Source: an optimization exercise on an open RTL-to-GDS flow (aim: small area). Production flows keep margins and buffers that such runs may drop. RTL that was checked went through simulation tests only; none was proved equivalent to the original. The RTL of runs 6 and 7 was laid out without a check of its function. The flow treats the clock pin as an ideal source, which a real chip does not have. No activity file was given, so power comes from the tool's default toggle rates.

## flow/config.mk

```make
export PLATFORM = sky130hd
export DESIGN_NAME = firFilter
export DESIGN_NICKNAME = firFilter
export VERILOG_FILES = /design/flow/design.v
export SDC_FILE = /design/flow/constraint.sdc
export NUM_CORES = 4
export LEC_CHECK = 0
export CAP_MARGIN = 20
export CORE_MARGIN = 2
export CORE_UTILIZATION = 40
export SLEW_MARGIN = 20
export SYNTH_HIERARCHICAL = 1
export SYNTH_MINIMUM_KEEP_SIZE = 0
```

## flow/constraint.sdc

```tcl
create_clock -name core_clock -period 4.0 [get_ports {clk}]
set_input_delay 0.8000 -clock core_clock [delete_from_list [all_inputs] [get_ports {clk}]]
set_output_delay 0.8000 -clock core_clock [all_outputs]
set_load 0.01 [all_outputs]
```

## flow/design.v

```verilog
module FA (
  input a,
  input b,
  input ci,
  output s,
  output co
);
  assign s = a ^ b ^ ci;
  assign co = (a & b) | (a & ci) | (b & ci);
endmodule
module HA (
  input a,
  input b,
  output s,
  output co
);
  assign s = a ^ b;
  assign co = a & b;
endmodule
module firFilter(dataOut1,r_out,dataIn1,rIn1, clk, rst, enable);
input clk,rst,enable;
output [16-1:0]dataOut1;
output r_out;
input [16-1:0]dataIn1;
input rIn1;
localparam L = 9;
reg mR;                      
reg [2:0] n;                 
reg [15:0] x, a1, o;         
reg [15:2] a2;               
wire [1:0] a2l = {d[1] ^ d[0], d[0]};
reg [13:0] d;                
reg c2, c1, co;              
always @(posedge clk) begin
  if (rst) begin
    mR <= 1'b0;
    n  <= 3'd0;
  end else if (enable) begin
    mR <= rIn1;
    n  <= !mR ? 3'd0 : n[2] ? 3'd4 : n + 3'd1;
  end
end
wire [15:0] s3;              
wire [15:0] k3;              
wire [15:2] a2n;
wire [15:0] a2c;             
genvar i;
generate
  for (i = 2; i <= 14; i = i + 1) begin : csa
    FA u (.a(d[i-2]), .b(x[i-1]), .ci(x[i]), .s(s3[i]), .co(k3[i+1]));
  end
endgenerate
assign s3[15] = d[13] ^ x[14] ^ x[15];
assign a2c[1] = x[1] & x[0];
HA a2h2 (.a(s3[2]), .b(a2c[1]), .s(a2n[2]), .co(a2c[2]));
generate
  for (i = 3; i < L; i = i + 1) begin : a2lo
    FA u (.a(s3[i]), .b(k3[i]), .ci(a2c[i-1]), .s(a2n[i]), .co(a2c[i]));
  end
endgenerate
HA a2hL (.a(s3[L]), .b(k3[L]), .s(a2n[L]), .co(a2c[L]));
generate
  for (i = L + 1; i <= 14; i = i + 1) begin : a2hi
    FA u (.a(s3[i]), .b(k3[i]), .ci(a2c[i-1]), .s(a2n[i]), .co(a2c[i]));
  end
endgenerate
assign a2n[15] = s3[15] ^ k3[15] ^ a2c[14];
wire [15:0] a1n;
wire [15:0] a1c;
assign a1n[0] = a2l[0];
HA a1h1 (.a(a2l[1]), .b(x[0]), .s(a1n[1]), .co(a1c[1]));
generate
  for (i = 2; i < L; i = i + 1) begin : a1lo
    FA u (.a(a2[i]), .b(x[i-1]), .ci(a1c[i-1]), .s(a1n[i]), .co(a1c[i]));
  end
endgenerate
FA a1fL (.a(a2[L]), .b(x[L-1]), .ci(c2), .s(a1n[L]), .co(a1c[L]));
generate
  for (i = L + 1; i <= 14; i = i + 1) begin : a1hi
    FA u (.a(a2[i]), .b(x[i-1]), .ci(a1c[i-1]), .s(a1n[i]), .co(a1c[i]));
  end
endgenerate
assign a1n[15] = a2[15] ^ x[14] ^ a1c[14];
wire [15:0] on;
wire [15:0] oc;
HA oh0 (.a(a1[0]), .b(x[0]), .s(on[0]), .co(oc[0]));
generate
  for (i = 1; i < L; i = i + 1) begin : olo
    FA u (.a(a1[i]), .b(x[i]), .ci(oc[i-1]), .s(on[i]), .co(oc[i]));
  end
endgenerate
FA ofL (.a(a1[L]), .b(x[L]), .ci(c1), .s(on[L]), .co(oc[L]));
generate
  for (i = L + 1; i <= 14; i = i + 1) begin : ohi
    FA u (.a(a1[i]), .b(x[i]), .ci(oc[i-1]), .s(on[i]), .co(oc[i]));
  end
endgenerate
assign on[15] = a1[15] ^ x[15] ^ oc[14];
always @(posedge clk) begin
  if (enable) begin
    x  <= dataIn1;
    d  <= x[13:0];
    a2 <= a2n;
    c2 <= a2c[L-1];
    a1 <= a1n;
    c1 <= a1c[L-1];
    o  <= on;
    co <= oc[L-1];
  end
end
wire [15:0] inc;             
assign inc[L] = co;
generate
  for (i = L; i <= 14; i = i + 1) begin : oinc
    HA u (.a(o[i]), .b(inc[i]), .s(dataOut1[i]), .co(inc[i+1]));
  end
endgenerate
assign dataOut1[15] = o[15] ^ inc[15];
assign dataOut1[L-1:0] = o[L-1:0];
assign r_out = n[2];
endmodule
```

## flow/flow/run.sh

```bash
#!/bin/bash
# The standard layout, with two changes: the smallest buffer (buf_1) on
# every input and output port, and no dummy loads in the clock tree.
set -euo pipefail
export BUFFER_PORTS_ARGS="-buffer_cell sky130_fd_sc_hd__buf_1"
export CTS_ARGS="-sink_clustering_enable -repair_clock_nets -dont_use_dummy_load"
bash standard.sh finish > standard_finish.log 2>&1
```

## flow/standard.sh

```bash
#!/bin/bash
# synth_recipe.tcl (not shown) runs the flow's synth.tcl, then flattens the netlist and writes it again
# the make line also repeats each setting of config.mk as NAME=value (left out here)
make -C /OpenROAD-flow-scripts/flow DESIGN_CONFIG=/design/flow/config.mk WORK_HOME=/design/flow/orfs CLKGATE_MAP_FILE= SYNTH_SCRIPT=/design/flow/synth_recipe.tcl "${@:-finish}"
```

==> results of run 1 <==
[flip-flops by register name, summed over array words and instances, names as in the netlist]
name / count
a2: 14
mR: 1
c2: 1
d: 14
co: 1
c1: 1
o: 16
n: 3
x: 16
a1: 16
[power breakdown]
group / leakage [nW] / total [mW] / switching, mW / internal (mW)
sequential: 0.806 / 1.36 / 0.106 / 1.25
clock: 0.0647 / 0.454 / 0.253 / 0.201
combinational: 0.616 / 0.498 / 0.256 / 0.242
[worst max-delay path, delay by kind of cell, from the launching register on]
family,cells,cell delay (ps)
flip-flops,1,400
adder cells (fa/ha/maj),9,3210
[per-module statistics from Yosys, one instance, submodules excluded]
module	cells	flip-flops and latches
HA	1	0
FA	1	0
firFilter	114	83
[through the flow]
| step | area [um2] | cells | setup slack [ps] | utilization [%] |
|---|---|---|---|---|
| 3_3_place_gp | 4140 | 338 | 31.7 | 44.5 |
| 2_1_floorplan | 3850 | 175 | 68.4 | - |
| 4_1_cts | 4270 | 348 | 36.1 | 46.0 |
| 5_1_grt | 4280 | 348 | 5.97 | 46.1 |
| 3_5_place_dp | 4140 | 338 | -44.9 | 44.5 |
| 6_report | 4280 | 348 | 119 | 46.1 |
[cells by family (layout without fill, tap and decap cells)]
kind of cell,Yosys count,in the layout
AOI/OAI and AO/OA,3,3
xor gates and xnor gates,9,9
adders and majority gates,62,62
buffers and inverters,9,53
DFF,83,83
muxes,1,1
and+or+nand+nor,8,8
[path summary, 6_finish.rpt]
kind | cells past startpoint | slack (ps) | end | startpoint
max | 9 | 120 | o[8]$_DFFE_PP_ | x[0]$_DFFE_PP_
min | 2 | 480 | n[1]$_SDFFE_PP0P_ | n[1]$_SDFFE_PP0P_
max reg2reg | 9 | 120 | o[8]$_DFFE_PP_ | x[0]$_DFFE_PP_
min reg2reg | 2 | 480 | n[1]$_SDFFE_PP0P_ | n[1]$_SDFFE_PP0P_
[per-layer routing]
layer,wire length (um),part of all wire [%],GRT usage (%),vias to the layer above
met5,0,0,0,-
met3,228,5.1,3.21,8
met2,1910,43,13.3,33
li1,-,-,-,705
met1,2220,50,14.5,779
met4,85,1.9,5.85,0
[placed cells by master (no fill, tap or decap), drive strengths merged]
| cell type | instances |
|---|---|
| mux2i | 1 |
| nand2b | 2 |
| nor2b | 1 |
| nand4b | 1 |
| nand4bb | 1 |
| a21oi | 3 |
| edfxtp | 79 |
| ha | 11 |
| and2 | 1 |
| nor3 | 1 |
| dfxtp | 4 |
| clkbuf | 10 |
| xor2 | 3 |
| fa | 51 |
| nor2 | 1 |
| xnor3 | 1 |
| xnor2 | 5 |
| buf | 43 |
[layout make-up]
cell class              instances  area (um2)  share of cell area [%]
flip-flops and latches         83        2450                    57.3
multi-input cells              83        1340                    31.3
repair buffers                 44         199                    4.65
well taps                     129         161                    3.77
clock buffers                   9         124                    2.90
[timing repair]
action	4_1_cts	5_1_grt
setup buffers	1	0
gates resized for setup	2	2
endpoints found under the setup margin	2	2
pin swaps	0	0
==> run_results.csv, run 1 <==
group,metric,value,unit
floorplan,dieArea,10400,um2
routing,viasPerCell,4.38,
routing,routed_wl,4440,um
yosys,synth_nets,257,
routing,vias,1525,
placement,dp.final_hpwl,3210,um
layout,area_growth,11.1,%
yosys,netlist.top_cell.by_area,"edfxtp_1",
yosys,synthMuxAreaShare,0.260,%
global_routing,track_usage,10.0,%
clocking,cts_max_path_buffers,2,
layout,final_nets,303,
global_routing,antenna_found_initial,0,
clocking,cts_tree,"done",
power_and_ir_drop,leakagePower,1.49,nW
floorplan,start_util,41.5,%
yosys,synth_simple_gate_area_share,1.40,%
yosys,netlist_instances,175,
floorplan,fp.dieW,102,um
clocking,insertion_delay,350,ps
placement,place_congestion,0.681,
yosys,synthesis.area,3850,um2
yosys,async_flop_share,0,%
clocking,root_buffer,"clkbuf_8",
sta,setup-tns-final,0,ps
yosys,synthAdderAreaFrac,30.1,%
sta,hold_violations,0,
yosys,synthTopCellsByCount,"edfxtp_1, fa_1, ha_1",
yosys,synth-xor-area-share,2.40,%
clocking,cts_hold_buf,0,
routing,first_pass_iters,2,
yosys,ys.flop_type,"edfxtp_1",
sta,finalSetupViolCount,0,
yosys,synth.distinct_cells,17,
yosys,synth_edf_count,79,
global_routing,grt_pass1_wl,7620,um
sta,min_period_over_period,97.0,%
yosys,synth-seq-cells,83,
clocking,cts_sinks,83,
sta,fmax,0.258,GHz
clocking,cts_made_buffers,9,
floorplan,ios,37,
yosys,avgSynthCellArea,22.0,um2
sta,whs,479,ps
outcome,outcome,"finished clean",
yosys,synth.top_cell.area_share,61.6,%
routing,ant_nets,0,
critical_path,path_class,"reg2reg",
layout,fill_cells,817,
sta,rsz0062_at_grt,"false",
yosys,synth-compound-area-share,0.390,%
floorplan,core_area,9280,um2
power_and_ir_drop,vdd_ir_drop_max,0.157,mV
layout,drive_gt1_share,10.0,%
clocking,path_clk_slew,90,ps
layout,antenna_cells,0,
sta,slew-limit-headroom,53.5,%
critical_path,slowest_stage,"fa_1",
job,maxCapViolCount,0,
hold_path,hold_class,"reg2reg",
global_routing,grt_max_degree,55,
critical_path,required,4070,ps
routing,drc,0,
global_routing,grt_pass1_vias,1548,
floorplan,rows,35,
critical_path,worst_setup_path_end_kind,"register",
routing,wl_per_cell,12.8,um
sta,period_needed,3880,ps
global_routing,gr-total-overflow,0,
critical_path,startpoint_type,"register",
routing,drtIter0Drc,23,
sta,worst_pin_slew,697,ps
floorplan,dieHeight,102,um
critical_path,worstPathArrival,3960,ps
power_and_ir_drop,total_power,2.31,mW
critical_path,critPathMaxStageDelay,450,ps
placement,portBuffers,36,
yosys,yosysMostFrequentCell,"edfxtp_1",
sta,fin_skew,37.8,ps
power_and_ir_drop,power_density,540,nW/um2
yosys,yosysSeqAreaShare,63.7,%
critical_path,path_cells,"ha_1 > fa_2 > fa_2 > fa_2 > fa_1 > fa_1 > fa_1 > fa_2 > fa_1",
yosys,ys_warn_count,7,
yosys,synth_top_family_by_area,"adder cells",
clocking,cts-htree-levels,3,
yosys,ys_top_cells_by_area,"edfxtp_1, fa_1, ha_1, dfxtp_1, buf_4",
sta,drv_slew,0,
critical_path,worst-path-max-fanout,2,
==> run 2, diff against run 1 <==
--- a/flow/design.v
+++ b/flow/design.v
@@ -37,7 +37,7 @@
     n  <= 3'd0;
   end else if (enable) begin
     mR <= rIn1;
-    n  <= !mR ? 3'd0 : n[2] ? 3'd4 : n + 3'd1;
+    n  <= {mR & n[1] & ~n[0], mR & (n[1] | n[0]), mR & ~n[1]};
   end
 end
 wire [15:0] s3;              
==> run_results.csv, run 2 <==
group,metric,value,unit
yosys,synth-seq-cells,83,
sta,rsz0062_at_grt,"false",
power_and_ir_drop,vdd_ir_drop_max,0.218,mV
job,maxCapViolCount,0,
yosys,async_flop_share,0,%
routing,vias,1532,
critical_path,startpoint_type,"register",
sta,finalSetupViolCount,0,
sta,drv_slew,0,
layout,instances_no_fill,348,
yosys,synthMuxAreaShare,0.261,%
sta,whs,484,ps
clocking,cts_hold_buf,0,
sta,setup-tns-final,0,ps
sta,slew-limit-headroom,62.3,%
layout,drive_gt1_share,11.0,%
layout,final_cell_mix,"edfxtp_1, fa_1, buf_1",
yosys,avgSynthCellArea,22.0,um2
global_routing,grt_pass1_vias,1638,
layout,antenna_cells,0,
yosys,synthesis.area,3830,um2
yosys,synth-xor-area-share,2.42,%
yosys,ys_top_cells_by_area,"edfxtp_1, fa_1, ha_1, dfxtp_1, buf_4",
layout,mostFrequentLayoutCell,"edfxtp_1",
power_and_ir_drop,power_density,547,nW/um2
routing,wl_per_cell,14.0,um
routing,viasPerCell,4.40,
floorplan,dieArea,10400,um2
floorplan,dieHeight,102,um
clocking,cts_sinks,83,
global_routing,gr-total-overflow,0,
critical_path,worstPathArrival,3990,ps
yosys,netlist_instances,174,
critical_path,required,4090,ps
routing,first_pass_iters,4,
clocking,path_clk_slew,90,ps
yosys,ys.flop_type,"edfxtp_1",
clocking,root_buffer,"clkbuf_8",
routing,ant_nets,0,
yosys,synth_top_family_by_area,"adder cells",
sta,worst_pin_slew,566,ps
layout,reg.largest.list,"a1 x16, o x16, x x16",
sta,period_needed,3900,ps
routing,drc,0,
yosys,synth.distinct_cells,17,
hold_path,hold_class,"reg2reg",
layout,final_nets,302,
sta,fmax,0.257,GHz
sta,min_period_over_period,97.4,%
clocking,cts_made_buffers,9,
power_and_ir_drop,leakagePower,1.48,nW
floorplan,core_area,9280,um2
floorplan,start_util,41.3,%
layout,area_growth,11.4,%
global_routing,antenna_found_initial,0,
layout,utilization,46.0,%
clocking,cts_tree,"done",
floorplan,fp.dieW,102,um
yosys,yosysMostFrequentCell,"edfxtp_1",
clocking,insertion_delay,340,ps
floorplan,ios,37,
yosys,yosysSeqAreaShare,64.0,%
sta,hold_violations,0,
placement,dp.final_hpwl,3540,um
critical_path,worst-path-max-fanout,2,
routing,routed_wl,4870,um
clocking,cts_max_path_buffers,2,
global_routing,grt_pass1_wl,8080,um
placement,portBuffers,36,
global_routing,track_usage,10.6,%
routing,drtIter0Drc,46,
outcome,outcome,"finished clean",
sta,fin_skew,21.9,ps
power_and_ir_drop,total_power,2.33,mW
critical_path,worst_setup_path_end_kind,"register",
placement,place_congestion,0.722,
yosys,netlist.top_cell.by_area,"edfxtp_1",
yosys,synthAdderAreaFrac,29.9,%
floorplan,rows,35,
yosys,synth_edf_count,79,
yosys,synth_nets,255,
yosys,synth.top_cell.area_share,61.9,%
global_routing,grt_max_degree,45,
yosys,synth-compound-area-share,0.392,%
yosys,synthTopCellsByCount,"edfxtp_1, fa_1, ha_1",
placement,dpl.cell_count,338,
yosys,synth_simple_gate_area_share,1.31,%
critical_path,path_class,"reg2reg",
clocking,cts-htree-levels,3,
yosys,ys_warn_count,7,
## run 2: cell count changes after synthesis
cell,before,now
nand3b_1,0,1
ha_1,11,10
nand4bb_1,1,0
## run 2: per-stage QoR
stage               area [um2]  setup slack, ps
floorplan                 3830             68.4
global placement          4130             49.5
detailed placement        4130            -30.2
CTS                       4260             11.6
global route              4270             19.9
finish                    4270              103
## run 2: power by group
part / leakage [nW] / switching [mW] / internal, mW
Clock: 0.0647 / 0.248 / 0.201
Combinational: 0.609 / 0.271 / 0.255
Sequential: 0.806 / 0.107 / 1.25
## run 2: cell type report
type | count | area, um2
well taps | 129 | 161
clock buffers | 9 | 124
flip-flops and latches | 83 | 2450
fillers | 823 | 5010
multi-input cells | 82 | 1330
repair buffers | 45 | 206
## run 2: cells by family (layout without fill, tap and decap cells)
family                     Yosys count  count (layout)
buffers and inverters                9              54
DFF                                 83              83
and+or+nand+nor                      8               8
AOI/OAI and AO/OA                    3               3
xor gates and xnor gates             9               9
adders and majority gates           61              61
muxes                                1               1
## run 2: per-module statistics from Yosys, one instance, submodules excluded
module / copies in the design / cells inside / flip-flops and latches / cell area [um2]
HA: 10 / 1 / 0 / 12.5
firFilter: 1 / 113 / 83 / 2690
FA: 51 / 1 / 0 / 20.0
## run 2: routing by layer
metal	wire length [um]	GRT usage [%]
met1	2370	15.0
met2	2170	15.0
met3	233	3.63
met4	93	5.03
met5	0	0
## run 2: worst paths after layout
kind / startpoint / endpoint / slack [ps] / cells after the start
setup / recovery: x[0]$_DFFE_PP_ / o[8]$_DFFE_PP_ / 100 / 9
hold / removal: n[2]$_SDFFE_PP0P_ / n[2]$_SDFFE_PP0P_ / 480 / 2
setup reg to reg: x[0]$_DFFE_PP_ / o[8]$_DFFE_PP_ / 100 / 9
hold reg to reg: n[2]$_SDFFE_PP0P_ / n[2]$_SDFFE_PP0P_ / 480 / 2
## run 2: critical path: stages, from the launching register on
cell	delay, ps
edfxtp_1	410
ha_1	210
fa_2	340
fa_2	340
fa_1	380
fa_1	380
fa_1	400
fa_2	360
fa_1	390
fa_1	430
## run 2: timing repair
action                                  4_1_cts  5_1_grt
buffers inserted                              1        0
resized for setup                             1        4
endpoints found under the setup margin        2        4
==> run 3, diff against run 2 <==
--- a/flow/config.mk
+++ b/flow/config.mk
@@ -5,9 +5,9 @@
 export SDC_FILE = /design/flow/constraint.sdc
 export NUM_CORES = 4
 export LEC_CHECK = 0
-export CAP_MARGIN = 20
+export CAP_MARGIN = 5
 export CORE_MARGIN = 2
 export CORE_UTILIZATION = 40
-export SLEW_MARGIN = 20
+export SLEW_MARGIN = 5
 export SYNTH_HIERARCHICAL = 1
 export SYNTH_MINIMUM_KEEP_SIZE = 0
==> run_results.csv, run 3 <==
group,metric,value,unit
outcome,outcome,"finished clean",
global_routing,grt_max_degree,45,
critical_path,worst_setup_path_end_kind,"register",
global_routing,antenna_found_initial,0,
critical_path,path_cells,"ha_1 > fa_2 > fa_2 > fa_1 > fa_1 > fa_1 > fa_2 > fa_1 > fa_1",
routing,drc,0,
sta,whs,484,ps
floorplan,dieHeight,102,um
routing,ant_nets,0,
routing,first_pass_iters,4,
global_routing,grt_pass1_vias,1638,
sta,hold_violations,0,
sta,min_period_over_period,97.4,%
sta,period_needed,3900,ps
critical_path,cp_common_cell,"fa_1",
sta,fin_skew,21.9,ps
yosys,avgSynthCellArea,22.0,um2
yosys,synth-seq-cells,83,
hold_path,hold_class,"reg2reg",
sta,rsz0062_at_grt,"false",
yosys,synth.distinct_cells,17,
layout,reg.largest.list,"a1 x16, o x16, x x16",
placement,portBuffers,36,
clocking,cts_hold_buf,0,
routing,viasPerCell,4.40,
critical_path,path_class,"reg2reg",
routing,vias,1532,
routing,routed_wl,4870,um
power_and_ir_drop,switchingPower,625,uW
critical_path,required,4090,ps
layout,utilization,46.0,%
clocking,cts_made_buffers,9,
yosys,ys.flop_type,"edfxtp_1",
global_routing,gr-total-overflow,0,
critical_path,slowest_stage,"fa_1",
yosys,synth_edf_count,79,
yosys,async_flop_share,0,%
layout,mostFrequentLayoutCell,"edfxtp_1",
floorplan,dieArea,10400,um2
critical_path,critPathMaxStageDelay,430,ps
critical_path,worstPathArrival,3990,ps
layout,area_growth,11.4,%
sta,fmax,0.257,GHz
critical_path,worst-path-max-fanout,2,
power_and_ir_drop,seqPwrFrac,58.2,%
yosys,yosysSeqAreaShare,64.0,%
layout,final_nets,302,
yosys,ys_top_cells_by_area,"edfxtp_1, fa_1, ha_1, dfxtp_1, buf_4",
yosys,netlist.top_cell.by_area,"edfxtp_1",
global_routing,track_usage,10.6,%
placement,dp.final_hpwl,3540,um
floorplan,rows,35,
critical_path,cp_num_buf_inv,0,
yosys,netlist_instances,174,
yosys,ys_warn_count,7,
floorplan,fp.dieW,102,um
routing,wl_per_cell,14.0,um
clocking,root_buffer,"clkbuf_8",
layout,antenna_cells,0,
clocking,cts_tree,"done",
power_and_ir_drop,p_clk_share,19.2,%
power_and_ir_drop,p_int,1.71,mW
placement,preCtsSetupSlack,-30.2,ps
power_and_ir_drop,combPwrFrac,22.5,%
yosys,synthTopCellsByCount,"edfxtp_1, fa_1, ha_1",
yosys,synth.top_cell.area_share,61.9,%
layout,final_cell_mix,"edfxtp_1, fa_1, buf_1",
layout,drive_gt1_share,11.0,%
placement,dpl.cell_count,338,
clocking,path_clk_slew,90,ps
layout,fill_cells,823,
layout,final_cell_area,4270,um2
floorplan,core_area,9280,um2
placement,dpl-instance-area,4130,um2
sta,drv_slew,0,
global_routing,grt_pass1_wl,8080,um
placement,place_congestion,0.722,
yosys,yosysMostFrequentCell,"edfxtp_1",
clocking,insertion_delay,340,ps
floorplan,start_util,41.3,%
critical_path,critPathTopFamily,"adder cells",
yosys,synthesis.area,3830,um2
clocking,cts-htree-levels,3,
job,maxCapViolCount,0,
sta,finalSetupViolCount,0,
layout,multi_input_area,1330,um2
routing,drtIter0Drc,46,
floorplan,ios,37,
clocking,cts_sinks,83,
critical_path,startpoint_type,"register",
clocking,cts_max_path_buffers,2,
layout,instances_no_fill,348,
layout,seqCellArea,2450,um2
power_and_ir_drop,power_density,547,nW/um2
sta,worst_pin_slew,566,ps
power_and_ir_drop,switching_share,26.8,%
sta,slew-limit-headroom,62.3,%
power_and_ir_drop,vdd_ir_drop_max,0.218,mV
power_and_ir_drop,leakagePower,1.48,nW
yosys,synth_nets,255,
sta,setup_ws,103,ps
==> run 3: Yosys stat by module, one instance, submodules excluded <==
module / cells inside / copies in the design / flops+latches
FA: 1 / 51 / 0
firFilter: 113 / 1 / 83
HA: 1 / 10 / 0
==> run 3: worst reg2reg max path: stages (launching register included) <==
cell and delay, ps:
edfxtp_1 410, ha_1 210, fa_2 340, fa_2 340
fa_1 380, fa_1 380, fa_1 400, fa_2 360
fa_1 390, fa_1 430
==> run 3: logic make-up after synthesis <==
kind of cell,after synthesis,share of synthesized area (%)
muxes,1,0.261
DFF,83,64.0
adders and majority gates,61,29.9
buffers and inverters,9,1.76
xor gates and xnor gates,9,2.42
and+or+nand+nor,8,1.31
AOI/OAI and AO/OA,3,0.392
==> run 3: through the flow <==
step,power [mW],setup TNS (ps)
3_5_place_dp,1.92,-30.2
4_1_cts,2.39,0
5_1_grt,2.53,0
3_3_place_gp,1.90,0
6_report,2.33,0
2_1_floorplan,1.76,0
==> run 3: path summary, 6_finish.rpt <==
| path | slack [ps] | start | cells past startpoint | endpoint |
|---|---|---|---|---|
| min | 480 | n[2]$_SDFFE_PP0P_ | 2 | n[2]$_SDFFE_PP0P_ |
| min reg2reg | 480 | n[2]$_SDFFE_PP0P_ | 2 | n[2]$_SDFFE_PP0P_ |
| max | 100 | x[0]$_DFFE_PP_ | 9 | o[8]$_DFFE_PP_ |
| max reg2reg | 100 | x[0]$_DFFE_PP_ | 9 | o[8]$_DFFE_PP_ |
==> run 3: metal layers <==
metal	routed length, um	global-route usage [%]
met4	93	5.03
met3	233	3.63
met1	2370	15.0
met5	0	0
met2	2170	15.0
==> run 3: repair_timing <==
item                                    CTS  global route
endpoints found under the setup margin    2             4
gates resized for setup                   1             4
buffers inserted                          1             0
pin swaps                                 0             0
==> run 3: final cells by class <==
type / instances / share of cell area (%)
well taps: 129 / 3.78
repair buffers: 45 / 4.83
flip-flops and latches: 83 / 57.4
clock buffers: 9 / 2.90
multi-input cells: 82 / 31.1
==> run 3: power by group through the flow <==
stage / Combinational [mW] / Clock [mW] / Sequential (mW)
6_report: 0.526 / 0.449 / 1.36
3_5_place_dp: 0.539 / 0 / 1.38
3_3_place_gp: 0.517 / 0 / 1.38
2_1_floorplan: 0.396 / 0 / 1.37
5_1_grt: 0.638 / 0.500 / 1.39
4_1_cts: 0.546 / 0.476 / 1.37
==> run 4, diff against run 3 <==
--- a/flow/config.mk
+++ b/flow/config.mk
@@ -5,9 +5,9 @@
 export SDC_FILE = /design/flow/constraint.sdc
 export NUM_CORES = 4
 export LEC_CHECK = 0
-export CAP_MARGIN = 5
+export CAP_MARGIN = 0
 export CORE_MARGIN = 2
 export CORE_UTILIZATION = 40
-export SLEW_MARGIN = 5
+export SLEW_MARGIN = 0
 export SYNTH_HIERARCHICAL = 1
 export SYNTH_MINIMUM_KEEP_SIZE = 0
==> run_results.csv, run 4 <==
group,metric,value,unit
yosys,synth_top_family_by_area,"adder cells",
yosys,ys_top_cells_by_area,"edfxtp_1, fa_1, ha_1, dfxtp_1, buf_4",
outcome,outcome,"finished clean",
global_routing,grt_pass1_vias,1638,
placement,portBuffers,36,
sta,worst_pin_slew,566,ps
clocking,cts_hold_buf,0,
layout,final_cell_area,4270,um2
global_routing,gr-total-overflow,0,
yosys,synth_nets,255,
floorplan,fp.dieW,102,um
routing,ant_nets,0,
layout,seqCellArea,2450,um2
routing,drc,0,
sta,fmax,0.257,GHz
yosys,ys.flop_type,"edfxtp_1",
layout,fill_cells,823,
sta,hold_violations,0,
yosys,yosysSeqAreaShare,64.0,%
layout,drive_gt1_share,11.0,%
yosys,synth-xor-area-share,2.42,%
global_routing,grt_pass1_wl,8080,um
floorplan,rows,35,
layout,area_growth,11.4,%
sta,fin_skew,21.9,ps
layout,utilization,46.0,%
yosys,synth.top_cell.area_share,61.9,%
sta,setup-tns-final,0,ps
floorplan,core_area,9280,um2
floorplan,start_util,41.3,%
sta,slew-limit-headroom,62.3,%
clocking,cts-htree-levels,3,
layout,final_cell_mix,"edfxtp_1, fa_1, buf_1",
yosys,synthesis.area,3830,um2
critical_path,startpoint_type,"register",
routing,wl_per_cell,14.0,um
yosys,synth-compound-area-share,0.392,%
clocking,path_clk_slew,90,ps
layout,reg.largest.list,"a1 x16, o x16, x x16",
hold_path,hold_class,"reg2reg",
yosys,ys_warn_count,7,
clocking,cts_sinks,83,
clocking,insertion_delay,340,ps
placement,dp.final_hpwl,3540,um
routing,routed_wl,4870,um
layout,multi_input_area,1330,um2
yosys,yosysMostFrequentCell,"edfxtp_1",
yosys,async_flop_share,0,%
placement,dpl-instance-area,4130,um2
routing,first_pass_iters,4,
clocking,root_buffer,"clkbuf_8",
sta,finalSetupViolCount,0,
floorplan,dieArea,10400,um2
global_routing,grt_max_degree,45,
yosys,netlist.top_cell.by_area,"edfxtp_1",
job,maxCapViolCount,0,
floorplan,ios,37,
routing,drtIter0Drc,46,
routing,vias,1532,
sta,period_needed,3900,ps
floorplan,dieHeight,102,um
critical_path,worstPathArrival,3990,ps
critical_path,path_class,"reg2reg",
yosys,synthMuxAreaShare,0.261,%
routing,viasPerCell,4.40,
clocking,cts_max_path_buffers,2,
yosys,synthTopCellsByCount,"edfxtp_1, fa_1, ha_1",
critical_path,r2r_slack,100,ps
layout,antenna_cells,0,
sta,rsz0062_at_grt,"false",
sta,min_period_over_period,97.4,%
clocking,cts_tree,"done",
power_and_ir_drop,leakagePower,1.48,nW
power_and_ir_drop,power_density,547,nW/um2
sta,drv_slew,0,
placement,place_congestion,0.722,
global_routing,track_usage,10.6,%
layout,mostFrequentLayoutCell,"edfxtp_1",
critical_path,worst-path-max-fanout,2,
global_routing,antenna_found_initial,0,
yosys,synth_edf_count,79,
yosys,synth-seq-cells,83,
yosys,netlist_instances,174,
yosys,synthAdderAreaFrac,29.9,%
yosys,avgSynthCellArea,22.0,um2
critical_path,worst_setup_path_end_kind,"register",
layout,final_nets,302,
power_and_ir_drop,vdd_ir_drop_max,0.218,mV
yosys,synth.distinct_cells,17,
critical_path,required,4090,ps
clocking,cts_made_buffers,9,
yosys,synth_simple_gate_area_share,1.31,%
==> run 4: cell counts after synthesis <==
No cell type changed its count.
==> run 4: kinds of logic after synthesis <==
family,after synthesis
buf+inv,9
simple gates,8
compound gates,3
fa+ha+maj,61
flops,83
mux,1
xor+xnor,9
==> run 4: critical path, stage by stage (launching register included) <==
cell and delay, ps:
edfxtp_1 410, ha_1 210, fa_2 340, fa_2 340
fa_1 380, fa_1 380, fa_1 400, fa_2 360
fa_1 390, fa_1 430
==> run 4: repair_timing <==
action	CTS	global route
resized for setup	1	4
pin swaps	0	0
setup buffers	1	0
cloned	0	0
endpoints found under the setup margin	2	4
==> run 4: metal layers <==
layer	routed length, um	up-vias	GRT usage (%)
met5	0	-	0
met1	2370	781	15.0
met3	233	10	3.63
met4	93	0	5.03
li1	-	703	-
met2	2170	38	15.0
==> run 4: area by class of cell <==
class	instances	share of cell area, %
Sequential cell	83	57.4
Multi-Input combinational cell	82	31.1
Timing Repair Buffer	45	4.83
Tap cell	129	3.78
Clock buffer	9	2.90
==> run 4: modules after synthesis (local to each module, per instance) <==
module | area (um2) | times used | flip-flops and latches | cells inside
FA | 20.0 | 51 | 0 | 1
HA | 12.5 | 10 | 0 | 1
firFilter | 2690 | 1 | 83 | 113
==> run 4: path summary, 6_finish.rpt <==
| check | startpoint | cells past startpoint | to |
|---|---|---|---|
| setup / recovery | x[0]$_DFFE_PP_ | 9 | o[8]$_DFFE_PP_ |
| hold / removal | n[2]$_SDFFE_PP0P_ | 2 | n[2]$_SDFFE_PP0P_ |
| setup reg to reg | x[0]$_DFFE_PP_ | 9 | o[8]$_DFFE_PP_ |
| hold reg to reg | n[2]$_SDFFE_PP0P_ | 2 | n[2]$_SDFFE_PP0P_ |
==> run 4: metrics by stage <==
step / hold WS (ps) / worst slack (ps) / instances / power [mW]
after floorplan: 447 / 68.4 / 174 / 1.76
after global placement: 465 / 49.5 / 338 / 1.90
after detailed placement: 479 / -30.2 / 338 / 1.92
after CTS: 491 / 11.6 / 348 / 2.39
after global routing: 511 / 19.9 / 348 / 2.53
final: 484 / 103 / 348 / 2.33
==> run 4: report_power, final <==
group	total [mW]	internal, mW	switching [mW]
Sequential	1.36	1.25	0.107
Combinational	0.526	0.255	0.271
Clock	0.449	0.201	0.248
Total	2.33	1.71	0.625
==> run 5, diff against run 4 <==
==> flow/flow/run.sh (replaced) <==
#!/bin/bash
# The standard layout, with three changes: the smallest buffer (buf_1) on
# every input and output port, no dummy loads in the clock tree, and the clock
# tree's leaf buffers downsized where the flip-flop clock-pin slew allows.
set -euo pipefail
export BUFFER_PORTS_ARGS="-buffer_cell sky130_fd_sc_hd__buf_1"
export CTS_ARGS="-sink_clustering_enable -repair_clock_nets -dont_use_dummy_load"
export POST_CTS_TCL="$(pwd)/flow/downsize_clk.tcl"
bash standard.sh finish > standard_finish.log 2>&1
==> flow/flow/downsize_clk.tcl (new file) <==
estimate_parasitics -placement
proc clk_pin_slew_max {} {
  set worst 0.0
  foreach p [get_pins -hierarchical */CLK] {
    foreach prop {slew_max_rise slew_max_fall} {
      set s [get_property $p $prop]
      if {$s > $worst} { set worst $s }
    }
  }
  return $worst
}
set slew_limit 0.112
set setup0 [sta::worst_slack_cmd max]
set hold0 [sta::worst_slack_cmd min]
puts "clock downsizing: start slew [clk_pin_slew_max] setup $setup0 hold $hold0"
set sizes {sky130_fd_sc_hd__clkbuf_1 sky130_fd_sc_hd__clkbuf_2 sky130_fd_sc_hd__clkbuf_4 sky130_fd_sc_hd__clkbuf_8 sky130_fd_sc_hd__clkbuf_16}
foreach inst [get_cells clkbuf_*_f_clk] {
  set name [get_full_name $inst]
  set orig [get_property $inst ref_name]
  set idx [lsearch $sizes $orig]
  if {$idx < 0} { continue }
  set best $orig
  for {set i [expr {$idx - 1}]} {$i >= 0} {incr i -1} {
    set cand [lindex $sizes $i]
    replace_cell $inst $cand
    estimate_parasitics -placement
    set sl [clk_pin_slew_max]
    set su [sta::worst_slack_cmd max]
    set ho [sta::worst_slack_cmd min]
    puts "clock downsizing: try $name $cand slew $sl setup $su hold $ho"
    if {$sl <= $slew_limit && $su >= -20e-12 && $ho >= 50e-12} {
      set best $cand
    } else {
      break
    }
  }
  replace_cell $inst $best
  estimate_parasitics -placement
  puts "clock downsizing: $name $orig -> $best"
}
puts "clock downsizing: end slew [clk_pin_slew_max] setup [sta::worst_slack_cmd max] hold [sta::worst_slack_cmd min]"
detailed_placement
check_placement
--- a/flow/config.mk
+++ b/flow/config.mk
@@ -5,9 +5,9 @@
 export SDC_FILE = /design/flow/constraint.sdc
 export NUM_CORES = 4
 export LEC_CHECK = 0
-export CAP_MARGIN = 0
+export CAP_MARGIN = 20
 export CORE_MARGIN = 2
 export CORE_UTILIZATION = 40
-export SLEW_MARGIN = 0
+export SLEW_MARGIN = 20
 export SYNTH_HIERARCHICAL = 1
 export SYNTH_MINIMUM_KEEP_SIZE = 0
==> run_results.csv, run 5 <==
group,metric,value,unit
outcome,outcome,"finished clean",
clocking,cts_sinks,83,
power_and_ir_drop,seqPwrFrac,59.5,%
routing,drtIter0Drc,44,
floorplan,fp.dieW,102,um
layout,mostFrequentLayoutCell,"edfxtp_1",
sta,finalSetupViolCount,0,
floorplan,start_util,41.3,%
floorplan,rows,35,
sta,rsz0062_at_grt,"false",
layout,area_growth,10.8,%
power_and_ir_drop,leakagePower,1.47,nW
layout,final_nets,302,
power_and_ir_drop,switching_share,27.0,%
sta,setup_ws,138,ps
global_routing,grt_pass1_vias,1638,
yosys,ys.flop_type,"edfxtp_1",
global_routing,busiest_layer,"met1",
yosys,synthesis.area,3830,um2
yosys,synthTopCellsByCount,"edfxtp_1, fa_1, ha_1",
critical_path,r2r_slack,140,ps
yosys,netlist.top_cell.by_area,"edfxtp_1",
sta,period_needed,3860,ps
routing,viasPerCell,4.42,
yosys,yosysMostFrequentCell,"edfxtp_1",
global_routing,grt_max_degree,45,
critical_path,worstPathArrival,3920,ps
sta,drv_slew,0,
sta,worst_pin_slew,565,ps
yosys,netlist_instances,174,
sta,slew-limit-headroom,62.3,%
hold_path,hold_class,"reg2reg",
global_routing,gr-total-overflow,0,
power_and_ir_drop,switchingPower,618,uW
yosys,synth.distinct_cells,17,
critical_path,cp_common_cell,"fa_1",
power_and_ir_drop,p_int,1.67,mW
critical_path,critPathTopFamily,"adder cells",
global_routing,grt_pass1_wl,8080,um
routing,routed_wl,4850,um
global_routing,use_met2,15.0,%
critical_path,worst-path-max-fanout,3,
sta,min_period_over_period,96.6,%
routing,first_pass_iters,3,
yosys,yosysSeqAreaShare,64.0,%
global_routing,globalRouteMet1Util,15.0,%
layout,final_cell_mix,"edfxtp_1, fa_1, buf_1",
hold_path,min_to,"n[2]$_SDFFE_PP0P_",
sta,hold_violations,0,
power_and_ir_drop,vdd_ir_drop_max,0.217,mV
floorplan,core_area,9280,um2
critical_path,worst_setup_path_end_kind,"register",
layout,reg.largest.list,"a1 x16, o x16, x x16",
critical_path,path_cells,"buf_4 > buf_4 > ha_1 > fa_1 > fa_1 > fa_1 > fa_2 > fa_1 > fa_2 > fa_1",
power_and_ir_drop,combPwrFrac,23.0,%
layout,antenna_cells,0,
placement,preCtsSetupSlack,-30.2,ps
routing,wl_per_cell,13.9,um
placement,dp.final_hpwl,3540,um
yosys,async_flop_share,0,%
hold_path,min_delay_path_depth,2,
power_and_ir_drop,p_clk_share,17.5,%
critical_path,r2r-start,"x[0]$_DFFE_PP_",
critical_path,path_class,"reg2reg",
clocking,insertion_delay,350,ps
critical_path,startpoint_type,"register",
clocking,cts_tree,"done",
layout,utilization,45.8,%
floorplan,ios,37,
global_routing,antenna_found_initial,0,
yosys,synth-seq-cells,83,
global_routing,track_usage,10.6,%
yosys,ys_top_cells_by_area,"edfxtp_1, fa_1, ha_1, dfxtp_1, buf_4",
yosys,synth_edf_count,79,
hold_path,min-delay-start,"n[2]$_SDFFE_PP0P_",
layout,drive_gt1_share,11.4,%
routing,drc,0,
routing,vias,1537,
yosys,synth_nets,255,
placement,portBuffers,36,
power_and_ir_drop,total_power,2.28,mW
critical_path,critPathMaxStageDelay,430,ps
placement,place_congestion,0.722,
critical_path,r2r-end,"a1[8]$_DFFE_PP_",
critical_path,worstRegToRegCells,10,
global_routing,grt_use_met3,3.63,%
floorplan,dieArea,10400,um2
yosys,ys_warn_count,7,
yosys,synth.top_cell.area_share,61.9,%
power_and_ir_drop,power_density,538,nW/um2
floorplan,dieHeight,102,um
critical_path,cp_num_buf_inv,2,
critical_path,required,4060,ps
clocking,path_clk_slew,100,ps
sta,fin_skew,33.1,ps
yosys,avgSynthCellArea,22.0,um2
routing,ant_nets,0,
critical_path,slowest_stage,"fa_1",
sta,fmax,0.259,GHz
job,maxCapViolCount,0,
-- run 5: area by class of cell --
cell class / count / area [um2]
fill: 827 / 5040
sequential: 83 / 2450
multi-input combinational: 82 / 1330
timing repair buffer: 45 / 206
tap: 129 / 161
clock buffer: 9 / 98.8
-- run 5: how the worst max path moves through the flow --
stage                   startpoint         endpoint  slack (ps)  cells after the start
global route        d[0]$_DFFE_PP_  a1[8]$_DFFE_PP_          20                      9
detailed placement  x[0]$_DFFE_PP_   o[8]$_DFFE_PP_         -30                      9
finish              x[0]$_DFFE_PP_  a1[8]$_DFFE_PP_         140                     10
floorplan           x[0]$_DFFE_PP_   o[8]$_DFFE_PP_          70                      9
global placement    x[0]$_DFFE_PP_   o[8]$_DFFE_PP_          50                      9
-- run 5: power by group through the flow --
stage	registers, mW	logic [mW]	clock network [mW]
6_report	1.36	0.527	0.399
3_3_place_gp	1.38	0.517	0
5_1_grt	1.39	0.640	0.451
2_1_floorplan	1.37	0.396	0
3_5_place_dp	1.38	0.539	0
-- run 5: cell families after synthesis --
group	after synthesis	synth area share (%)
adder cells (fa/ha/maj)	61	29.9
buffers and inverters	9	1.76
multiplexers	1	0.261
XOR/XNOR	9	2.42
AND/OR/NAND/NOR	8	1.31
flip-flops	83	64.0
AO/OA/AOI/OAI	3	0.392
-- run 5: per-module statistics from Yosys, one instance, submodules excluded --
module | times used | flip-flops and latches | cells inside | cell area [um2]
FA | 51 | 0 | 1 | 20.0
firFilter | 1 | 83 | 113 | 2690
HA | 10 | 0 | 1 | 12.5
-- run 5: routing by layer --
layer | up-vias | share of wire [%] | wire (um)
met1 | 783 | 48 | 2330
met4 | 0 | 2.2 | 105
met3 | 11 | 4.8 | 232
met2 | 38 | 45 | 2180
li1 | 705 | - | -
met5 | - | 0 | 0
-- run 5: tightest hold or removal path: cells and delay by family, from the launching register on --
kind	cells	cell delay (ps)
AND/OR/NAND/NOR	1	60
flip-flops	1	330
AO/OA/AOI/OAI	1	60
-- run 5: per-stage QoR --
stage | area (um2) | setup TNS (ps) | hold WS [ps] | std cells
after floorplan | 3830 | 0 | 447 | 174
after global placement | 4130 | 0 | 465 | 338
after detailed placement | 4130 | -30.2 | 479 | 338
after global routing | 4250 | 0 | 518 | 348
final | 4250 | 0 | 489 | 348
==> run 6, diff against run 5 <==
--- a/flow/design.v
+++ b/flow/design.v
@@ -23,7 +23,7 @@
 output r_out;
 input [16-1:0]dataIn1;
 input rIn1;
-localparam L = 9;
+localparam L = 8;
 reg mR;                      
 reg [2:0] n;                 
 reg [15:0] x, a1, o;         
==> run_results.csv, run 6 <==
group,metric,value,unit
sta,finalSetupViolCount,0,
sta,period_needed,3890,ps
layout,seqCellArea,2450,um2
critical_path,worst_setup_path_end_kind,"register",
floorplan,dieArea,10400,um2
yosys,netlist_instances,174,
routing,vias,1510,
routing,routed_wl,4420,um
layout,fill_cells,823,
yosys,synth_nets,256,
yosys,yosysSeqAreaShare,63.9,%
global_routing,busiest_layer,"met1",
global_routing,grt_pass1_wl,7490,um
layout,mostFrequentLayoutCell,"edfxtp_1",
power_and_ir_drop,p_clk_share,17.2,%
floorplan,dieHeight,102,um
yosys,avgSynthCellArea,22.1,um2
power_and_ir_drop,switching_share,26.9,%
global_routing,grt_pass1_vias,1576,
clocking,path_clk_slew,100,ps
routing,drc,0,
sta,fin_skew,29.1,ps
layout,drive_gt1_share,13.6,%
layout,area_growth,11.4,%
hold_path,min-delay-start,"n[1]$_SDFFE_PP0P_",
sta,whs,490,ps
yosys,synth.top_cell.area_share,61.8,%
critical_path,r2r-end,"a2[15]$_DFFE_PP_",
sta,min_period_over_period,97.1,%
routing,ant_nets,0,
power_and_ir_drop,switchingPower,611,uW
placement,dp.final_hpwl,3220,um
critical_path,worstPathArrival,3990,ps
sta,fmax,0.257,GHz
critical_path,startpoint,"x[8]$_DFFE_PP_",
critical_path,worstRegToRegCells,11,
global_routing,globalRouteMet1Util,14.2,%
power_and_ir_drop,seqPwrFrac,59.8,%
critical_path,r2r-start,"x[8]$_DFFE_PP_",
layout,final_nets,304,
yosys,async_flop_share,0,%
routing,viasPerCell,4.33,
hold_path,min_to,"n[2]$_SDFFE_PP0P_",
floorplan,start_util,41.3,%
job,maxCapViolCount,0,
global_routing,use_met2,13.6,%
routing,first_pass_iters,3,
power_and_ir_drop,vdd_ir_drop_max,0.155,mV
critical_path,r2r_slack,110,ps
layout,antenna_cells,0,
placement,portBuffers,36,
clocking,insertion_delay,340,ps
layout,multi_input_area,1360,um2
yosys,ys_top_cells_by_area,"edfxtp_1, fa_1, ha_1, dfxtp_1, buf_4",
floorplan,rows,35,
floorplan,ios,37,
routing,drtIter0Drc,48,
power_and_ir_drop,combPwrFrac,23.0,%
yosys,netlist.top_cell.by_area,"edfxtp_1",
power_and_ir_drop,leakagePower,1.48,nW
sta,hold_violations,0,
power_and_ir_drop,power_density,532,nW/um2
critical_path,startpoint_type,"register",
outcome,outcome,"finished clean",
yosys,synth.distinct_cells,17,
critical_path,path_class,"reg2reg",
layout,reg.largest.list,"a1 x16, o x16, x x16",
floorplan,fp.dieW,102,um
hold_path,hold_class,"reg2reg",
floorplan,core_area,9280,um2
yosys,ys_warn_count,7,
hold_path,min_delay_path_depth,2,
global_routing,antenna_found_initial,0,
yosys,yosysMostFrequentCell,"edfxtp_1",
layout,utilization,46.1,%
critical_path,required,4100,ps
yosys,synthTopCellsByCount,"edfxtp_1, fa_1, ha_1",
clocking,cts_sinks,83,
placement,place_congestion,0.663,
global_routing,track_usage,9.94,%
layout,final_cell_mix,"edfxtp_1, fa_1, buf_1",
power_and_ir_drop,p_int,1.66,mW
clocking,cts_tree,"done",
global_routing,grt_max_degree,32,
yosys,synthesis.area,3840,um2
yosys,ys.flop_type,"edfxtp_1",
sta,worst_pin_slew,383,ps
routing,wl_per_cell,12.7,um
yosys,synth_edf_count,79,
global_routing,grt_use_met3,3.49,%
sta,slew-limit-headroom,74.5,%
sta,drv_slew,0,
global_routing,gr-total-overflow,0,
critical_path,worst-path-max-fanout,4,
yosys,synth-seq-cells,83,
sta,setup-tns-final,0,ps
run 6: cell count changes after synthesis, sizes merged:
| cell | delta |
|---|---|
| buf | -1 |
| ha | +1 |
run 6: cell type report:
type                    count  area share [%]
repair buffers             45            4.83
flip-flops and latches     83            57.3
multi-input cells          83            31.9
well taps                 129            3.77
clock buffers               9            2.17
run 6: stage by stage:
stage	instances	setup slack, ps	instance area (um2)	total power [mW]
detailed placement	337	-47.4	4120	1.89
floorplan	174	32.7	3840	1.76
global placement	337	19.7	4120	1.88
finish	349	115	4280	2.27
global route	349	-1.64	4280	2.48
run 6: per-module statistics from Yosys (local to each module, per instance):
module     flip-flops and latches  cells  cell area (um2)
firFilter                      83    112             2680
FA                              0      1             20.0
HA                              0      1             12.5
run 6: how the worst max path moves through the flow:
stage | cells after the start | to | slack, ps
5_1_grt | 10 | a1[15]$_DFFE_PP_ | -2
3_5_place_dp | 10 | a2[15]$_DFFE_PP_ | -50
2_1_floorplan | 10 | a2[15]$_DFFE_PP_ | 30
3_3_place_gp | 10 | a2[15]$_DFFE_PP_ | 20
6_report | 11 | a2[15]$_DFFE_PP_ | 110
run 6: power by group through the flow:
stage                     clock, mW  sequential, mW  combinational [mW]
after detailed placement          0            1.38               0.507
final                         0.391            1.36               0.523
after floorplan                   0            1.37               0.393
after global routing          0.446            1.39               0.641
after global placement            0            1.38               0.500
run 6: layer usage:
metal	vias to the layer above	share of wire, %
li1	708	-
met1	763	51
met2	33	43
met3	6	5.0
met4	0	1.5
met5	-	0
run 6: logic make-up after synthesis:
logic type | after synthesis | synth area share [%]
DFF | 83 | 63.9
adders and majority gates | 62 | 30.2
xor gates and xnor gates | 9 | 2.41
buffers and inverters | 8 | 1.56
and+or+nand+nor | 8 | 1.30
AOI/OAI and AO/OA | 3 | 0.391
muxes | 1 | 0.261
run 6: critical path, stage by stage, from the launching register on:
cell and delay (ps):
edfxtp_1 440, buf_4 160, fa_1 430, ha_1 220, fa_1 380, fa_2 350, fa_2 350, fa_2 350
fa_2 350, fa_2 340, xor2_1 160, xnor2_1 120
==> run 7, diff against run 6 <==
--- a/flow/design.v
+++ b/flow/design.v
@@ -23,7 +23,7 @@
 output r_out;
 input [16-1:0]dataIn1;
 input rIn1;
-localparam L = 8;
+localparam L = 10;
 reg mR;                      
 reg [2:0] n;                 
 reg [15:0] x, a1, o;         
==> run_results.csv, run 7 <==
group,metric,value,unit
layout,mostFrequentLayoutCell,"edfxtp_1",
critical_path,path_class,"reg2reg",
floorplan,start_util,41.2,%
yosys,ys_top_cells_by_area,"edfxtp_1, fa_1, ha_1, dfxtp_1, buf_4",
yosys,netlist.top_cell.by_area,"edfxtp_1",
floorplan,ios,37,
layout,reg.largest.list,"a1 x16, o x16, x x16",
yosys,synth-compound-area-share,0.392,%
layout,fill_cells,818,
yosys,synth_nets,254,
sta,hold_violations,0,
yosys,synth.distinct_cells,17,
power_and_ir_drop,total_power,2.35,mW
routing,routed_wl,4720,um
sta,drv_slew,0,
critical_path,worstPathArrival,4130,ps
power_and_ir_drop,power_density,546,nW/um2
placement,place_congestion,0.718,
yosys,synthTopCellsByCount,"edfxtp_1, fa_1, buf_4",
floorplan,dieArea,10400,um2
routing,wl_per_cell,13.7,um
yosys,synthesis.area,3830,um2
layout,drive_gt1_share,19.8,%
routing,drtIter0Drc,50,
outcome,outcome,"failed layout checks",
floorplan,fp.dieW,102,um
clocking,cts_sinks,83,
hold_path,min_delay_path_depth,2,
global_routing,grt_pass1_vias,1592,
global_routing,gr-total-overflow,0,
yosys,synth.top_cell.area_share,62.0,%
layout,instances_no_fill,346,
routing,vias,1524,
global_routing,track_usage,10.5,%
yosys,ys_warn_count,7,
yosys,synth_edf_count,79,
yosys,synth-seq-cells,83,
sta,setup_ws,-54.9,ps
critical_path,required,4080,ps
yosys,synthMuxAreaShare,0.261,%
sta,finalSetupViolCount,1,
sta,rsz0062_at_grt,"true",
critical_path,worst_setup_path_end_kind,"register",
job,maxCapViolCount,0,
routing,drc,0,
floorplan,dieHeight,102,um
layout,antenna_cells,0,
floorplan,core_area,9280,um2
layout,final_cell_mix,"edfxtp_1, buf_1, fa_1",
yosys,avgSynthCellArea,22.0,um2
routing,first_pass_iters,4,
clocking,cts_tree,"done",
outcome,failed_checks,"setup timing",
floorplan,rows,35,
yosys,synthAdderAreaFrac,29.6,%
yosys,yosysMostFrequentCell,"edfxtp_1",
critical_path,slowest_stage,"edfxtp_1",
layout,final_nets,299,
yosys,ys.flop_type,"edfxtp_1",
clocking,insertion_delay,350,ps
critical_path,path_cells,"ha_2 > fa_2 > fa_2 > fa_2 > fa_2 > fa_2 > fa_2 > fa_2 > fa_2 > fa_2",
critical_path,worst-path-max-fanout,2,
critical_path,cp_common_cell,"fa_2",
sta,slew-limit-headroom,41.8,%
power_and_ir_drop,vdd_ir_drop_max,0.190,mV
sta,fmax,0.247,GHz
sta,min_period_over_period,101,%
yosys,synth-xor-area-share,2.42,%
hold_path,hold_class,"reg2reg",
clocking,path_clk_slew,90,ps
power_and_ir_drop,leakagePower,1.44,nW
yosys,netlist_instances,174,
placement,dpl.cell_count,337,
critical_path,startpoint_type,"register",
layout,seqCellArea,2450,um2
yosys,synth_simple_gate_area_share,1.31,%
sta,period_needed,4050,ps
sta,whs,479,ps
sta,worst_pin_slew,873,ps
placement,portBuffers,36,
placement,dp.final_hpwl,3450,um
global_routing,antenna_found_initial,0,
layout,area_growth,12.3,%
global_routing,grt_max_degree,68,
critical_path,worstRegToRegCells,10,
placement,preCtsSetupSlack,-87.1,ps
critical_path,critPathMaxStageDelay,400,ps
yosys,synth_top_family_by_area,"adder cells",
global_routing,grt_pass1_wl,7940,um
layout,multi_input_area,1360,um2
routing,ant_nets,0,
yosys,async_flop_share,0,%
sta,fin_skew,28.1,ps
yosys,yosysSeqAreaShare,64.1,%
routing,viasPerCell,4.40,
-- run 7: cell types whose count changed in the layout (fill, tap and decap cells not counted), sizes merged --
cell,change
ha,-2
buf,-1
-- run 7: per-stage QoR --
step / area, um2 / util [%] / TNS (ps)
after floorplan: 3870 / - / 0
after global placement: 4160 / 44.8 / -184
after detailed placement: 4160 / 44.8 / -287
after global routing: 4300 / 46.3 / -305
final: 4300 / 46.3 / -54.9
-- run 7: path summary, 6_finish.rpt --
path	start	to	slack (ps)
max	x[0]$_DFFE_PP_	o[9]$_DFFE_PP_	-50
min	n[2]$_SDFFE_PP0P_	n[2]$_SDFFE_PP0P_	480
max reg2reg	x[0]$_DFFE_PP_	o[9]$_DFFE_PP_	-50
min reg2reg	n[2]$_SDFFE_PP0P_	n[2]$_SDFFE_PP0P_	480
-- run 7: cell type report --
class / count / area share [%]
multi-input combinational: 81 / 31.7
clock buffer: 9 / 2.88
tap: 129 / 3.75
timing repair buffer: 44 / 4.63
sequential: 83 / 57.0
-- run 7: worst max-delay path, delay by kind of cell (launching register included) --
family                   cells  cell delay (ps)
adder cells (fa/ha/maj)     10             3390
flip-flops                   1              400
-- run 7: power by group --
| group | switching, mW | internal [mW] |
|---|---|---|
| combinational | 0.267 | 0.260 |
| sequential | 0.112 | 1.25 |
| clock | 0.255 | 0.201 |
-- run 7: Yosys stat by module (local to each module, per instance) --
module / cell area (um2) / times used / cells / flops+latches
FA: 20.0 / 51 / 1 / 0
HA: 12.5 / 9 / 1 / 0
firFilter: 2700 / 1 / 114 / 83
-- run 7: kinds of logic after synthesis --
kind of cell             after synthesis
flip-flops                            83
adder cells (fa/ha/maj)               60
buffers and inverters                 10
XOR/XNOR                               9
AND/OR/NAND/NOR                        8
AO/OA/AOI/OAI                          3
multiplexers                           1
-- run 7: routing by layer --
| layer | share of wire, % | vias to the layer above | GRT usage, % |
|---|---|---|---|
| met4 | 2.7 | 0 | 5.85 |
| met1 | 47 | 772 | 15.4 |
| met2 | 44 | 45 | 14.3 |
| li1 | - | 695 | - |
| met3 | 5.6 | 12 | 2.94 |
| met5 | 0 | - | 0 |
==> run 8, diff against run 7 <==
--- a/flow/design.v
+++ b/flow/design.v
@@ -23,7 +23,7 @@
 output r_out;
 input [16-1:0]dataIn1;
 input rIn1;
-localparam L = 10;
+localparam L = 9;
 reg mR;                      
 reg [2:0] n;                 
 reg [15:0] x, a1, o;         
--- a/flow/config.mk
+++ b/flow/config.mk
@@ -8,6 +8,7 @@
 export CAP_MARGIN = 20
 export CORE_MARGIN = 2
 export CORE_UTILIZATION = 40
+export PLACE_DENSITY = 0.45
 export SLEW_MARGIN = 20
 export SYNTH_HIERARCHICAL = 1
 export SYNTH_MINIMUM_KEEP_SIZE = 0
==> run_results.csv, run 8 <==
group,metric,value,unit
hold_path,hold_class,"reg2reg",
sta,fmax,0.257,GHz
sta,setup_ws,116,ps
critical_path,path_class,"reg2reg",
sta,period_needed,3880,ps
power_and_ir_drop,p_clk_share,17.7,%
power_and_ir_drop,switchingPower,641,uW
sta,drv_slew,0,
global_routing,busiest_layer,"met2",
sta,whs,487,ps
global_routing,globalRouteMet1Util,16.9,%
routing,vias,1560,
global_routing,grt_max_degree,87,
layout,seqCellArea,2450,um2
yosys,ys_top_cells_by_area,"edfxtp_1, fa_1, ha_1, dfxtp_1, buf_4",
yosys,yosysSeqAreaShare,64.0,%
placement,portBuffers,36,
routing,ant_nets,0,
outcome,outcome,"finished clean",
power_and_ir_drop,p_int,1.67,mW
sta,fin_skew,24.1,ps
sta,finalSetupViolCount,0,
power_and_ir_drop,switching_share,27.7,%
floorplan,dieHeight,102,um
critical_path,worst-path-max-fanout,3,
yosys,synthesis.area,3830,um2
layout,antenna_cells,0,
power_and_ir_drop,leakagePower,1.47,nW
layout,multi_input_area,1320,um2
floorplan,dieArea,10400,um2
layout,area_growth,10.7,%
layout,drive_gt1_share,10.5,%
floorplan,ios,37,
critical_path,worst_setup_path_end_kind,"register",
routing,drc,0,
sta,min_period_over_period,97.1,%
sta,worst_pin_slew,1080,ps
layout,final_cell_mix,"edfxtp_1, fa_1, buf_1",
sta,setup-tns-final,0,ps
yosys,netlist.top_cell.by_area,"edfxtp_1",
clocking,insertion_delay,340,ps
floorplan,start_util,41.3,%
global_routing,grt_pass1_wl,8990,um
placement,preCtsSetupSlack,-31.6,ps
layout,final_nets,302,
placement,dp.final_hpwl,3770,um
yosys,synthTopCellsByCount,"edfxtp_1, fa_1, ha_1",
yosys,netlist_instances,174,
global_routing,gr-total-overflow,0,
layout,instances_no_fill,348,
clocking,cts_sinks,83,
floorplan,core_area,9280,um2
global_routing,use_met2,17.2,%
yosys,ys.flop_type,"edfxtp_1",
floorplan,fp.dieW,102,um
power_and_ir_drop,seqPwrFrac,59.0,%
global_routing,grt_use_met3,3.08,%
sta,slew-limit-headroom,27.8,%
yosys,synth-seq-cells,83,
layout,reg.largest.list,"a1 x16, o x16, x x16",
floorplan,rows,35,
layout,mostFrequentLayoutCell,"edfxtp_1",
sta,rsz0062_at_grt,"false",
job,maxCapViolCount,0,
power_and_ir_drop,combPwrFrac,23.2,%
yosys,synth.distinct_cells,17,
yosys,synth.top_cell.area_share,61.9,%
yosys,ys_warn_count,7,
routing,routed_wl,5290,um
routing,wl_per_cell,15.2,um
layout,fill_cells,827,
clocking,cts_tree,"done",
critical_path,worstPathArrival,3980,ps
global_routing,grt_pass1_vias,1743,
power_and_ir_drop,vdd_ir_drop_max,0.160,mV
global_routing,antenna_found_initial,0,
yosys,synth_edf_count,79,
clocking,path_clk_slew,100,ps
placement,dpl.cell_count,337,
global_routing,track_usage,11.9,%
routing,viasPerCell,4.48,
placement,place_congestion,0.710,
routing,drtIter0Drc,73,
critical_path,startpoint_type,"register",
yosys,async_flop_share,0,%
critical_path,required,4090,ps
power_and_ir_drop,power_density,544,nW/um2
yosys,avgSynthCellArea,22.0,um2
routing,first_pass_iters,4,
sta,hold_violations,0,
yosys,yosysMostFrequentCell,"edfxtp_1",
yosys,synth_nets,255,
-- run 8: changes by cell type after synthesis, sizes merged --
cell / previous run / this run
buf: 10 / 9
ha: 9 / 10
-- run 8: per-module statistics from Yosys, one instance, submodules excluded --
module     cells  copies in the design  flip-flops and latches  cell area (um2)
FA             1                    51                       0             20.0
HA             1                    10                       0             12.5
firFilter    113                     1                      83             2690
-- run 8: area by class of cell --
class	count	share of cell area, %
clock buffer	9	2.33
multi-input combinational	82	31.2
sequential	83	57.8
tap	129	3.80
timing repair buffer	45	4.87
-- run 8: worst paths after layout --
kind                                        start                 to  slack [ps]  depth (start not counted)
worst max register to register     x[1]$_DFFE_PP_    a2[8]$_DFFE_PP_         120                          8
worst min-delay path            n[2]$_SDFFE_PP0P_  n[2]$_SDFFE_PP0P_         490                          2
worst min register to register  n[2]$_SDFFE_PP0P_  n[2]$_SDFFE_PP0P_         490                          2
worst max-delay path               x[1]$_DFFE_PP_    a2[8]$_DFFE_PP_         120                          8
-- run 8: per-layer routing --
metal	part of all wire, %	up-vias	routed length [um]
met3	4.1	9	219
li1	-	704	-
met5	0	-	0
met1	47	812	2460
met4	1.7	0	91
met2	48	35	2520
-- run 8: cell families (layout without fill, tap and decap cells) --
family	count (synthesis)	count (layout)	share of synthesized area, %
XOR/XNOR	9	9	2.42
buffers and inverters	9	54	1.76
adder cells (fa/ha/maj)	61	61	29.9
multiplexers	1	1	0.261
AO/OA/AOI/OAI	3	3	0.392
flip-flops	83	83	64.0
AND/OR/NAND/NOR	8	8	1.31
-- run 8: through the flow --
stage	instance area, um2	util [%]	power (mW)
3_5_place_dp	4120	44.4	1.95
5_1_grt	4240	45.7	2.50
3_3_place_gp	4120	44.4	1.93
2_1_floorplan	3830	-	1.76
6_report	4240	45.7	2.31
-- run 8: power by group through the flow --
| stage | clock network, mW | logic (mW) | registers, mW |
|---|---|---|---|
| 6_report | 0.410 | 0.537 | 1.36 |
| 3_3_place_gp | 0 | 0.544 | 1.38 |
| 3_5_place_dp | 0 | 0.560 | 1.39 |
| 5_1_grt | 0.463 | 0.642 | 1.39 |
| 2_1_floorplan | 0 | 0.396 | 1.37 |
-- run 8: worst max-delay path, stage by stage (launching register included) --
cell and delay [ps]:
edfxtp_1 490, fa_1 500, ha_1 230, fa_1 410
fa_1 400, fa_1 390, fa_1 400, fa_1 390
fa_1 430
==> run 9, diff against run 8 <==
--- a/flow/config.mk
+++ b/flow/config.mk
@@ -8,7 +8,6 @@
 export CAP_MARGIN = 20
 export CORE_MARGIN = 2
 export CORE_UTILIZATION = 40
-export PLACE_DENSITY = 0.45
 export SLEW_MARGIN = 20
 export SYNTH_HIERARCHICAL = 1
 export SYNTH_MINIMUM_KEEP_SIZE = 0
==> run_results.csv, run 9 <==
group,metric,value,unit
floorplan,rows,35,
critical_path,cp_common_cell,"fa_1",
job,maxCapViolCount,0,
hold_path,hold_class,"reg2reg",
layout,antenna_cells,0,
yosys,netlist_instances,174,
sta,min_period_over_period,96.6,%
placement,portBuffers,36,
floorplan,ios,37,
layout,drive_gt1_share,11.4,%
placement,place_congestion,0.722,
global_routing,track_usage,10.6,%
layout,area_growth,10.8,%
critical_path,worst-path-max-fanout,3,
critical_path,required,4060,ps
yosys,ys_top_cells_by_area,"edfxtp_1, fa_1, ha_1, dfxtp_1, buf_4",
sta,drv_slew,0,
critical_path,worstPathArrival,3920,ps
floorplan,dieHeight,102,um
layout,reg.largest.list,"a1 x16, o x16, x x16",
routing,first_pass_iters,3,
layout,final_cell_mix,"edfxtp_1, fa_1, buf_1",
floorplan,fp.dieW,102,um
floorplan,core_area,9280,um2
layout,final_cell_area,4250,um2
routing,vias,1537,
global_routing,grt_max_degree,45,
critical_path,worst_setup_path_end_kind,"register",
critical_path,path_cells,"buf_4 > buf_4 > ha_1 > fa_1 > fa_1 > fa_1 > fa_2 > fa_1 > fa_2 > fa_1",
critical_path,cp_num_buf_inv,2,
power_and_ir_drop,vdd_ir_drop_max,0.217,mV
sta,worst_pin_slew,565,ps
critical_path,slowest_stage,"fa_1",
global_routing,grt_pass1_vias,1638,
clocking,cts_tree,"done",
clocking,insertion_delay,350,ps
routing,viasPerCell,4.42,
placement,dp.final_hpwl,3540,um
clocking,path_clk_slew,100,ps
power_and_ir_drop,leakagePower,1.47,nW
sta,rsz0062_at_grt,"false",
yosys,yosysMostFrequentCell,"edfxtp_1",
outcome,outcome,"finished clean",
yosys,ys_warn_count,7,
yosys,ys.flop_type,"edfxtp_1",
critical_path,path_class,"reg2reg",
routing,routed_wl,4850,um
layout,final_nets,302,
routing,wl_per_cell,13.9,um
yosys,synth.top_cell.area_share,61.9,%
routing,drtIter0Drc,44,
critical_path,critPathTopFamily,"adder cells",
sta,slew-limit-headroom,62.3,%
clocking,cts_sinks,83,
global_routing,gr-total-overflow,0,
global_routing,grt_pass1_wl,8080,um
routing,drc,0,
layout,utilization,45.8,%
global_routing,antenna_found_initial,0,
yosys,synthTopCellsByCount,"edfxtp_1, fa_1, ha_1",
yosys,synth-seq-cells,83,
sta,fin_skew,33.1,ps
yosys,async_flop_share,0,%
yosys,synthesis.area,3830,um2
power_and_ir_drop,power_density,538,nW/um2
floorplan,start_util,41.3,%
yosys,synth.distinct_cells,17,
yosys,avgSynthCellArea,22.0,um2
sta,finalSetupViolCount,0,
critical_path,critPathMaxStageDelay,430,ps
floorplan,dieArea,10400,um2
yosys,synth_edf_count,79,
yosys,synth_nets,255,
yosys,netlist.top_cell.by_area,"edfxtp_1",
critical_path,startpoint_type,"register",
placement,dpl-instance-area,4130,um2
routing,ant_nets,0,
sta,period_needed,3860,ps
layout,mostFrequentLayoutCell,"edfxtp_1",
sta,fmax,0.259,GHz
yosys,yosysSeqAreaShare,64.0,%
sta,hold_violations,0,
-- run 9: final timing paths --
| path | startpoint | to | slack [ps] | depth (start not counted) |
|---|---|---|---|---|
| setup / recovery | x[0]$_DFFE_PP_ | a1[8]$_DFFE_PP_ | 140 | 10 |
| hold reg to reg | n[2]$_SDFFE_PP0P_ | n[2]$_SDFFE_PP0P_ | 490 | 2 |
| setup reg to reg | x[0]$_DFFE_PP_ | a1[8]$_DFFE_PP_ | 140 | 10 |
| hold / removal | n[2]$_SDFFE_PP0P_ | n[2]$_SDFFE_PP0P_ | 490 | 2 |
-- run 9: area by class of cell --
| cell class | instances | area, um2 |
|---|---|---|
| multi-input combinational | 82 | 1330 |
| clock buffer | 9 | 98.8 |
| fill | 827 | 5040 |
| sequential | 83 | 2450 |
| timing repair buffer | 45 | 206 |
| tap | 129 | 161 |
-- run 9: metrics by stage --
step / hold WS [ps] / total power, mW / setup WS (ps) / setup TNS (ps) / cells
floorplan: 447 / 1.76 / 68.4 / 0 / 174
global placement: 465 / 1.90 / 49.5 / 0 / 338
detailed placement: 479 / 1.92 / -30.2 / -30.2 / 338
global route: 518 / 2.48 / 20.3 / 0 / 348
finish: 489 / 2.28 / 138 / 0 / 348
-- run 9: per-module statistics from Yosys, one instance, submodules excluded --
module | cell area [um2] | flops+latches | times used
FA | 20.0 | 0 | 51
HA | 12.5 | 0 | 10
firFilter | 2690 | 83 | 1
-- run 9: logic make-up after synthesis --
| logic type | Yosys count | synth area share [%] |
|---|---|---|
| XOR/XNOR | 9 | 2.42 |
| buffers and inverters | 9 | 1.76 |
| AND/OR/NAND/NOR | 8 | 1.31 |
| flip-flops | 83 | 64.0 |
| AO/OA/AOI/OAI | 3 | 0.392 |
| adder cells (fa/ha/maj) | 61 | 29.9 |
| multiplexers | 1 | 0.261 |
-- run 9: worst reg2reg max path: stages, from the launching register on --
cell and delay, ps:
edfxtp_1 410, buf_4 150, buf_4 130, ha_1 180, fa_1 400, fa_1 390, fa_1 390, fa_2 350
fa_1 400, fa_2 360, fa_1 430
-- run 9: report_power, final --
group          leakage [nW]  internal [mW]  switching, mW  total (mW)
Sequential            0.806           1.25          0.107        1.36
Combinational         0.608          0.256          0.271       0.527
Clock                0.0544          0.159          0.240       0.399
Total                  1.47           1.67          0.618        2.28
-- run 9: per-layer routing --
metal	vias up	GRT usage [%]	routed length, um
met5	-	0	0
met4	0	5.03	105
met3	11	3.63	232
met2	38	15.0	2180
met1	783	15.0	2330
li1	705	-	-

Setup slack of run 9, layout unchanged: 0.138 ns with ideal ports, 0.138 ns with driving cells assumed (clock clkbuf_16, inputs buf_2), 0.138 ns with port delays also shifted by the 0.361 ns mid clock arrival.
